What follows belongs to an exercise in optimizing a design on an open flow for small area; a production flow would make more cautious choices. In this exercise RTL edits were held to simulation tests only and were not proved equivalent to the original. Power is estimated from default activity; no workload was simulated. The flow treats the clock pin as an ideal source, which a real chip does not have.

## job 9505
// vacc
module vacc (
	clk,
	ce,
	rst,
	acc_n,
	data_in,
	sync,
	trig,
	data_out,
	we,
	addr
);
	parameter integer VECTOR_WIDTH = 5;
	parameter integer INPUT_WIDTH = 36;
	parameter integer OUTPUT_WIDTH = 40;
	localparam integer N = 2 ** VECTOR_WIDTH;
	localparam integer W = OUTPUT_WIDTH;
	input wire clk;
	input wire ce;
	input wire rst;
	input wire [31:0] acc_n;
	input wire [INPUT_WIDTH - 1:0] data_in;
	input wire sync;
	input wire trig;
	output reg [OUTPUT_WIDTH - 1:0] data_out;
	output reg we;
	output reg [VECTOR_WIDTH - 1:0] addr;
	localparam [2:0] S_WAIT_SYNC = 3'd0;
	localparam [2:0] S_WAIT_TRIG = 3'd1;
	localparam [2:0] S_WAIT_START = 3'd2;
	localparam [2:0] S_ACC = 3'd3;
	localparam [2:0] S_DRAIN = 3'd4;
	reg [2:0] state;
	reg [VECTOR_WIDTH - 1:0] data_addr;
	reg stale_drain;
	reg [1:0] shifts;
	reg [31:0] accumulations;
	reg [INPUT_WIDTH - 1:0] last_data_in;
	wire in_acc = state == S_ACC;
	wire in_drain = state == S_DRAIN;
	wire start = data_addr == (N - 1);
	wire finish = addr == (N - 1);
	wire acc_done = accumulations == acc_n;
	always @(posedge clk)
		if (rst)
			data_addr <= 0;
		else if (ce && (state != S_WAIT_SYNC))
			data_addr <= data_addr + 1'b1;
	always @(posedge clk)
		if (rst)
			state <= S_WAIT_SYNC;
		else if (ce)
			case (state)
				S_WAIT_SYNC: if (sync) state <= S_WAIT_TRIG;
				S_WAIT_TRIG: if (trig) state <= S_WAIT_START;
				S_WAIT_START: if (start) state <= S_ACC;
				S_ACC: if (acc_done) state <= S_DRAIN;
				S_DRAIN: if (finish) state <= S_WAIT_TRIG;
				default: state <= state;
			endcase
	always @(posedge clk)
		if (rst) begin
			stale_drain <= 1'b0;
			shifts <= 2'd0;
		end
		else if (ce && in_drain && finish) begin
			stale_drain <= 1'b1;
			shifts <= 2'd0;
		end
		else if (ce && (in_acc || in_drain) && (shifts != 2'd3))
			shifts <= shifts + 1'b1;
	wire steady = shifts == 2'd3;
	wire in_place = shifts[1];
	reg [VECTOR_WIDTH - 1:0] out_addr;
	always @(*)
		if (steady)
  ...
Size: ~2100 cells after synthesis, about 120 I/O pins.
Settings: LEC_CHECK=0, CAP_MARGIN=20, CORE_MARGIN=2, CORE_UTILIZATION=40, CTS_BUF_LIST=sky130_fd_sc_hd__clkbuf_16, CTS_CLUSTER_DIAMETER=100, CTS_CLUSTER_SIZE=30, SLEW_MARGIN=20; clock period 8.0 ns.
run.sh (not shown) runs the stock make flow with config.mk's settings and CLKGATE_MAP_FILE= SYNTH_SCRIPT=/design/flow/synth_recipe.tcl, a recipe that flattens the netlist after the stock synthesis.
Edits applied to the flow inputs when going from job 9505 to job 8092:
==> flow/flow/run.sh (new file) <==
#!/bin/bash
# Layout flow: the standard layout (standard.sh), with two changes made
# through the ORFS variables the standard scripts read:
#  - the input and output ports get a sky130_fd_sc_hd__buf_1 buffer each
#    (the standard flow picks a larger delay buffer);
#  - clock tree synthesis uses clkbuf_16 buffers on sink clusters of up to 30
#    flip-flops within 100 um, and inserts no dummy loads.
# The whole make output goes to flow_make.log in this folder; ORFS keeps each
# step's own log under orfs/logs/.
set -euo pipefail
export BUFFER_PORTS_ARGS="-buffer_cell sky130_fd_sc_hd__buf_1"
export CTS_ARGS="-sink_clustering_enable -repair_clock_nets -sink_clustering_size 30 -sink_clustering_max_diameter 100 -buf_list sky130_fd_sc_hd__clkbuf_16 -dont_use_dummy_load"
bash standard.sh > flow_make.log 2>&1
==> flow/standard.sh (new file) <==
#!/bin/bash
# synth_recipe.tcl (not shown) runs the flow's synth.tcl, then flattens the netlist and writes it again
# the make line also repeats each setting of config.mk as NAME=value (left out here)
make -C /OpenROAD-flow-scripts/flow DESIGN_CONFIG=/design/flow/config.mk WORK_HOME=/design/flow/orfs CLKGATE_MAP_FILE= SYNTH_SCRIPT=/design/flow/synth_recipe.tcl "${@:-finish}"
removed: flow/run.sh
Final cell area: job 8092 below job 9505
Compared with job 9505, in job 8092 required time of the critical path -0.02 ns, number of antenna violations at the first check in global routing +2, power share of the combinational group -0.2 points.
Per the comparison of job 8092 with job 9505, adder and majority cell fraction of the synthesized area was more or less identical; clock power went down by about 5%.
From job 9505 to job 8092 the numbers moved as follows: count of unresolved DRC violations after routing has remained practically unchanged, share of the synthesized area in compound gates (AO/OA/AOI/OAI) held.
Per the comparison of job 8092 with job 9505, aggregate global-route resource usage lost 0.16 points, area overhead of the layout relative to synthesis lost 2.2 points.
Wire length reported by the detailed router | job 8092 below job 9505
The inputs of job 1463 differ from those of job 8092 as listed below.
==> flow/run.sh (new file) <==
#!/bin/bash
# synth_recipe.tcl (not shown) runs the flow's synth.tcl, then flattens the netlist and writes it again
# the make line also repeats each setting of config.mk as NAME=value (left out here)
make -C /OpenROAD-flow-scripts/flow DESIGN_CONFIG=/design/flow/config.mk WORK_HOME=/design/flow/orfs CLKGATE_MAP_FILE= SYNTH_SCRIPT=/design/flow/synth_recipe.tcl finish
-- flow/config.mk --
<<< job 8092, line 11
export CTS_BUF_LIST = sky130_fd_sc_hd__clkbuf_16
export CTS_CLUSTER_DIAMETER = 100
export CTS_CLUSTER_SIZE = 30
export SLEW_MARGIN = 20
>>> job 1463, line 11
export CTS_BUF_LIST = sky130_fd_sc_hd__clkbuf_16
export CTS_CLUSTER_DIAMETER = 100
export CTS_CLUSTER_SIZE = 24
export SLEW_MARGIN = 20
removed: flow/flow/run.sh
removed: flow/standard.sh
--- outcome ---
Total track usage: job 1463 > job 8092. Job 1463 ended up with more standard cells than job 8092. Changes observed in job 1463 relative to job 8092: xor/xnor share of the synthesized area essentially unchanged, total power increased 5.5%, number of cell instances on the worst register-to-register path essentially unchanged. Compared with job 8092, job 1463 has extra setup slack. Global placement routability congestion in job 1463 vs job 8092: down about 1.2%. Job 1463: no failed stages, no open violations at the end. Row hold slack: job 1463 higher / job 8092 lower.

## separate check: timing with driven ports
Ports are ideal in the flow. The routed layouts listed here were re-timed in OpenROAD. Step 1: set_driving_cell puts a clkbuf_16 on clk and a buf_2 on each other input, an assumption about the parent block. Step 2 adds t to the input delays and takes it off the output delays; t is the mean of the earliest and latest rising clock arrival at the registers after step 1. Input paths then give back, and output paths get back, about the clock's delay inside the block. Three values: ideal ports, drivers, drivers and shift; two values: the first two.
run	shift t [ns]	slack for setup (ns)	worst setup path at the end	clock arrival spread, ns	slew at the worst register clock pin (ns)
job 9505	0.721	1.585 / 1.585 / 1.585	register to register	0.032 / 0.032	0.12 / 0.12
job 8092	0.694	1.491 / 1.491 / 1.491	register to register	0.080 / 0.080	0.11 / 0.11
job 1463	0.699	1.581 / 1.581 / 1.581	register to register	0.030 / 0.029	0.10 / 0.10
After both steps setup and hold are still met in every run listed.
